What follows belongs to an exercise in optimizing a design on an open flow for small area; a production flow would make more cautious choices.
Function was checked by simulation only, so behaviour that the tests miss may differ from the original.
Power figures rest on the tool's default switching activity, not on a simulated workload.

## job 101
==> flow/design.v (excerpt) <==
module Shooter_top
	(
		CLOCK_50,
		RESETN,
		SW,
		PS2_CLK,
		PS2_DAT,
		HEX3,
		HEX2,
		HEX1,
		HEX0,
		LEDR,
		PIX_X,
		PIX_Y,
		PIX_COLOUR
	);
	input			CLOCK_50;
	input			RESETN;
	input	[17:0]	SW;
	input			PS2_CLK;
	input			PS2_DAT;
	output	[6:0]	HEX3;
	output	[6:0]	HEX2;
	output	[6:0]	HEX1;
	output	[6:0]	HEX0;
	output	[15:0]	LEDR;
	output	[7:0]	PIX_X;
	output	[6:0]	PIX_Y;
	output	[2:0]	PIX_COLOUR;
	wire	[1:0]	gun_dir;
	wire			shooting, bombing;
	wire	[1:0]	state;
	wire	[15:0]	bray;
	wire	[55:0]	bpos;
	wire	[7:0]	mray;
	wire	[27:0]	mpos;
	wire	[3:0]	size_monster;
	wire	[1:0]	num_bomb, play_hp;
	wire	[6:0]	play_score;
	wire	[3:0]	dat1, dat2;
	assign LEDR = {6'b0, play_hp, 1'b0, play_score};
	keyboard_PS2 u1(
		.clock(CLOCK_50), .rst_n(RESETN), .ps2_clk(PS2_CLK), .ps2_dat(PS2_DAT),
		.gun_dir(gun_dir), .bombing(bombing), .shooting(shooting));
	game_ctrl u2(
		.clock(CLOCK_50), .rst_n(RESETN), .reset(SW[0]), .start(SW[1]),
		.gun_dir(gun_dir), .bombing(bombing), .shooting(shooting),
		.state(state), .bray(bray), .bpos(bpos), .mray(mray), .mpos(mpos),
		.size_monster(size_monster), .num_bomb(num_bomb), .play_hp(play_hp),
		.play_score(play_score));
	bin2bcd u3(
		.clock(CLOCK_50), .rst_n(RESETN), .bin(play_score), .y2(dat1), .y3(dat2));
	seg7_decoder u4(
		.dat1_i(num_bomb), .dat2_i(play_hp), .dat3_i(dat1), .dat4_i(dat2),
		.seg1_o(HEX3), .seg2_o(HEX2), .seg3_o(HEX1), .seg4_o(HEX0));
	display_ctrl u5(
  ...
Settings: LEC_CHECK=0, CAP_MARGIN=20, CORE_MARGIN=2, CORE_UTILIZATION=40, CTS_CLUSTER_DIAMETER=120, CTS_CLUSTER_SIZE=22, GPL_ROUTABILITY_DRIVEN=1, GPL_TIMING_DRIVEN=0, SLEW_MARGIN=20; clock period 20.0 ns.
standard.sh (not shown) runs the stock make flow with config.mk's settings and CLKGATE_MAP_FILE= SYNTH_SCRIPT=/design/flow/synth_recipe.tcl, a recipe that flattens the netlist after the stock synthesis.
==> flow/flow/run.sh <==
#!/bin/bash
# The standard ORFS layout with three changes:
#  - after the standard synthesis, the combinational logic between the registers is
#    re-optimised with ABC (deepsyn with several random seeds, in rounds, as a beam
#    search keeping the smallest netlists); every register instance is kept exactly as
#    the standard synthesis made it, which the script checks;
#  - every port still gets its own buffer, but the smallest one (buf_1);
#  - the clock tree uses clkbuf_16 sink buffers under clkbuf_4, without dummy loads.
# Each tool writes its full output to its own log in this folder (synth_standard.log,
# reopt/*.log, reopt.log, layout.log; ORFS's own logs are under orfs/logs).
set -euo pipefail
cd "$(dirname "$0")/.."
WORK=$PWD
R=$WORK/orfs/results/$FLOW_PLATFORM/Shooter_top/base
LIB=$FLOW_HOME/platforms/$FLOW_PLATFORM/lib/sky130_fd_sc_hd__tt_025C_1v80.lib
YOSYS=$(command -v yosys || echo /OpenROAD-flow-scripts/tools/install/yosys/bin/yosys)
JOBS=14
ROUNDS=3
T=300

# 1. standard synthesis
bash standard.sh $R/1_2_yosys.v > synth_standard.log 2>&1
cp $R/1_2_yosys.v $WORK/std_1_2_yosys.v

# 2. re-optimise the logic
DU=$(grep -o 'cell *( *"\?sky130_fd_sc_hd__\(lpflow\|probe\)[a-z0-9_]*' $LIB | sed 's/.*(\s*"\?//' | sort -u | sed 's/^/-dont_use /' | tr '\n' ' ')
area() { grep 'Chip area' "$1" | awk '{print $NF}'; }
mkdir -p reopt
# beam search: each round starts its jobs from the BEAM smallest netlists so far
BEAM=4
beam=($WORK/std_1_2_yosys.v)
for r in $(seq 1 $ROUNDS); do
  for k in $(seq 0 $((JOBS - 1))); do
    if (( k % 2 == 0 )); then m="dch -f; amap"; else m="dch; amap"; fi
    if (( k % 4 < 2 )); then pre="strash; dc2"; else pre="strash"; fi
    src=${beam[$(( k % ${#beam[@]} ))]}
    sc="$pre; \&get -n; \&deepsyn -T $T -S $(( (r * JOBS + k) % 101 )); \&put; $m; topo"
    sed -e "s|@LIB@|$LIB|g" -e "s|@IN@|$src|g" -e "s|@OUT@|$WORK/reopt/r${r}_$k.v|g" \
        -e "s|@DU@|$DU|g" -e "s|@TOP@|$FLOW_TOP|g" -e "s|@SCRIPT@|$sc|" \
        -e "s|@STAT@|$WORK/reopt/r${r}_$k.stat|" flow/reopt.ys > reopt/r${r}_$k.ys
    $YOSYS -s reopt/r${r}_$k.ys > reopt/r${r}_$k.log 2>&1 &
  done
  wait
  for f in $WORK/reopt/r*_*.stat; do
    a=$(area $f || true)
    if [[ -f ${f%.stat}.v && -n "$a" ]]; then echo "$a ${f%.stat}.v"; fi
  done | sort -g > reopt/ranking.txt
  mapfile -t beam < <(head -n $BEAM reopt/ranking.txt | awk '{print $2}')
  echo "round $r: best $(head -n 1 reopt/ranking.txt)" >> reopt.log
done
best=$(head -n 1 reopt/ranking.txt | awk '{print $2}')
cp $best $WORK/reopt.v

regs() { grep -o 'sky130_fd_sc_hd__[es]\?df[a-z0-9_]* [^ ]*' "$1" | sort; }
if ! cmp -s <(regs $WORK/std_1_2_yosys.v) <(regs $WORK/reopt.v); then
  echo "registers changed by the re-optimisation" >&2; exit 1
fi
cp $WORK/reopt.v $R/1_2_yosys.v
touch $R/1_2_yosys.v

# 3. the rest of the standard layout; every port still gets its own buffer, the
# smallest one (buf_1)
export BUFFER_PORTS_ARGS="-buffer_cell sky130_fd_sc_hd__buf_1"
# clock tree: clusters of up to 22 registers, each driven by a clkbuf_16, clkbuf_4 above
# them, no dummy loads
export CTS_ARGS="-sink_clustering_enable -repair_clock_nets -sink_clustering_size 22 -sink_clustering_max_diameter 120 -dont_use_dummy_load -buf_list sky130_fd_sc_hd__clkbuf_4 -sink_clustering_buffer sky130_fd_sc_hd__clkbuf_16"
bash standard.sh > layout.log 2>&1
Other scripts of this flow, unchanged in this note and not shown: flow/flow/reopt.ys
No stage failed in job 101, and the final checks on the layout all came back clean.
#### Input delta (job 102 over job 101)
diff --git a/flow/flow/run.sh b/flow/flow/run.sh
--- a/flow/flow/run.sh
+++ b/flow/flow/run.sh
@@ -17,3 +17,3 @@
 JOBS=14
-ROUNDS=3
+ROUNDS=5
 T=300
[summary]
Any difference in total setup buffers inserted after CTS between job 102 and job 101 is small enough to ignore. Job 102: largest stage delay on the critical path 0.05 ns below job 101. The x dimension of the die of job 101 and that of job 102 are within noise of each other. Detailed-route wire length per cell in job 102 vs job 101: down about 3%. Utilization of job 102 is on par with job 101. Synthesized area of job 101 is on par with job 102. On wire length on met2: job 102 sits below job 101. Across both runs, maximum frequency was higher for job 102 than for job 101. Compared job 101 against job 102; via count within noise.
Setup changes, job 102 to job 103
diff --git a/flow/flow/run.sh b/flow/flow/run.sh
--- a/flow/flow/run.sh
+++ b/flow/flow/run.sh
@@ -17,4 +17,4 @@
 JOBS=14
-ROUNDS=5
-T=300
+ROUNDS=3
+T=150
 
Results
Each of the runs, namely job 103 and job 102, reached the end of the flow and came out clean.
Sequential share of power: job 103 vs job 102 up 7.2 points
Register fraction of the total cell area delta for job 103 relative to job 102: 0.36 points lower
Worst hold slack (lower): job 102
Starting utilization of the core area for job 103: 0.18 points down relative to job 102
Of the two candidates, job 102 has the better maximum frequency and job 103 the worse one.
Number of core rows, job 103 and job 102, higher one = job 103.
Compared with job 102, job 103 shows a lower core occupancy in the finished layout.
Multi-input combinational cell area in job 103 is 3.9% above job 102.
In job 103 relative to job 102, clock power had gone down by a few percent.
Going from job 102 to job 103, met3 global-route usage has decreased; final standard cell area without fillers has increased.
diff inputs: job 103 => job 104
diff --git a/flow/flow/run.sh b/flow/flow/run.sh
--- a/flow/flow/run.sh
+++ b/flow/flow/run.sh
@@ -1,11 +1,6 @@
 #!/bin/bash
-# The standard ORFS layout with three changes:
-#  - after the standard synthesis, the combinational logic between the registers is
-#    re-optimised with ABC (deepsyn with several random seeds, in rounds, as a beam
-#    search keeping the smallest netlists); every register instance is kept exactly as
-#    the standard synthesis made it, which the script checks;
-#  - every port still gets its own buffer, but the smallest one (buf_1);
-#  - the clock tree uses clkbuf_16 sink buffers under clkbuf_4, without dummy loads.
-# Each tool writes its full output to its own log in this folder (synth_standard.log,
-# reopt/*.log, reopt.log, layout.log; ORFS's own logs are under orfs/logs).
+# Standard ORFS layout, with one extra step: after the standard synthesis, the
+# combinational logic between the registers is re-optimised with ABC (deepsyn with a
+# few random seeds, in rounds, keeping the smallest netlist); every register instance is
+# kept as the standard synthesis made it, which the script checks.
 set -euo pipefail
@@ -16,4 +11,4 @@
 YOSYS=$(command -v yosys || echo /OpenROAD-flow-scripts/tools/install/yosys/bin/yosys)
-JOBS=14
-ROUNDS=3
+JOBS=12
+ROUNDS=5
 T=150
@@ -28,5 +23,4 @@
 mkdir -p reopt
-# beam search: each round starts its jobs from the BEAM smallest netlists so far
-BEAM=4
-beam=($WORK/std_1_2_yosys.v)
+best=$WORK/std_1_2_yosys.v
+bestarea=1e12
 for r in $(seq 1 $ROUNDS); do
@@ -35,5 +29,4 @@
     if (( k % 4 < 2 )); then pre="strash; dc2"; else pre="strash"; fi
-    src=${beam[$(( k % ${#beam[@]} ))]}
     sc="$pre; \&get -n; \&deepsyn -T $T -S $(( (r * JOBS + k) % 101 )); \&put; $m; topo"
-    sed -e "s|@LIB@|$LIB|g" -e "s|@IN@|$src|g" -e "s|@OUT@|$WORK/reopt/r${r}_$k.v|g" \
+    sed -e "s|@LIB@|$LIB|g" -e "s|@IN@|$best|g" -e "s|@OUT@|$WORK/reopt/r${r}_$k.v|g" \
         -e "s|@DU@|$DU|g" -e "s|@TOP@|$FLOW_TOP|g" -e "s|@SCRIPT@|$sc|" \
@@ -43,10 +36,10 @@
   wait
-  for f in $WORK/reopt/r*_*.stat; do
-    a=$(area $f || true)
-    if [[ -f ${f%.stat}.v && -n "$a" ]]; then echo "$a ${f%.stat}.v"; fi
-  done | sort -g > reopt/ranking.txt
-  mapfile -t beam < <(head -n $BEAM reopt/ranking.txt | awk '{print $2}')
-  echo "round $r: best $(head -n 1 reopt/ranking.txt)" >> reopt.log
+  for k in $(seq 0 $((JOBS - 1))); do
+    f=$WORK/reopt/r${r}_$k
+    [[ -f $f.stat && -f $f.v ]] || continue
+    a=$(area $f.stat)
+    if awk "BEGIN{exit !($a < $bestarea)}"; then bestarea=$a; best=$f.v; fi
+  done
+  echo "round $r: best $bestarea ($best)" >> reopt.log
 done
-best=$(head -n 1 reopt/ranking.txt | awk '{print $2}')
 cp $best $WORK/reopt.v
The post-layout instance area of job 104 is higher than that of job 103.
On number of antenna violations at the first check in global routing: between job 103 and job 104, it ends up higher for job 104.
Summary: worst setup slack after placement, job 104 better than job 103
Job 103: PASS, flow complete, no timing, DRC or antenna violations
Both conditions hold for job 104: the flow ran to the end and the final layout passed the timing, DRC and antenna checks.

-- port drivers added, routing unchanged --
The flow's constraints put no driver on any port. The routed layouts listed below were extracted and timed again, unchanged, in two steps.
Step 1: set_driving_cell puts a clkbuf_16 on CLOCK_50 and a buf_2 on each other input, an assumption about the parent block.
Step 2 adds t to the input delays and takes it off the output delays; t is the mean of the earliest and latest rising clock arrival at the registers after step 1. Input paths then give back, and output paths get back, about the clock's delay inside the block.
a / b / c = ideal ports / drivers / drivers and shift; a / b = the first two.
| run | shift t [ns] | setup WS [ns] | worst setup path at the end | worst data-port slew with drivers (ns) | pins driven straight from the clock port |
|---|---|---|---|---|---|
| job 101 | 0.803 | 6.623 / 6.623 / 6.623 | register to register | 0.04 | 1 |
| job 102 | 0.872 | 7.678 / 7.678 / 7.678 | register to register | 0.04 | 1 |
| job 103 | 0.883 | 7.510 / 7.510 / 7.510 | register to register | 0.07 | 1 |
| job 104 | 0.904 | 6.838 / 6.838 / 6.838 | register to register | 0.04 | 1 |
After both steps setup and hold are still met in every run listed.
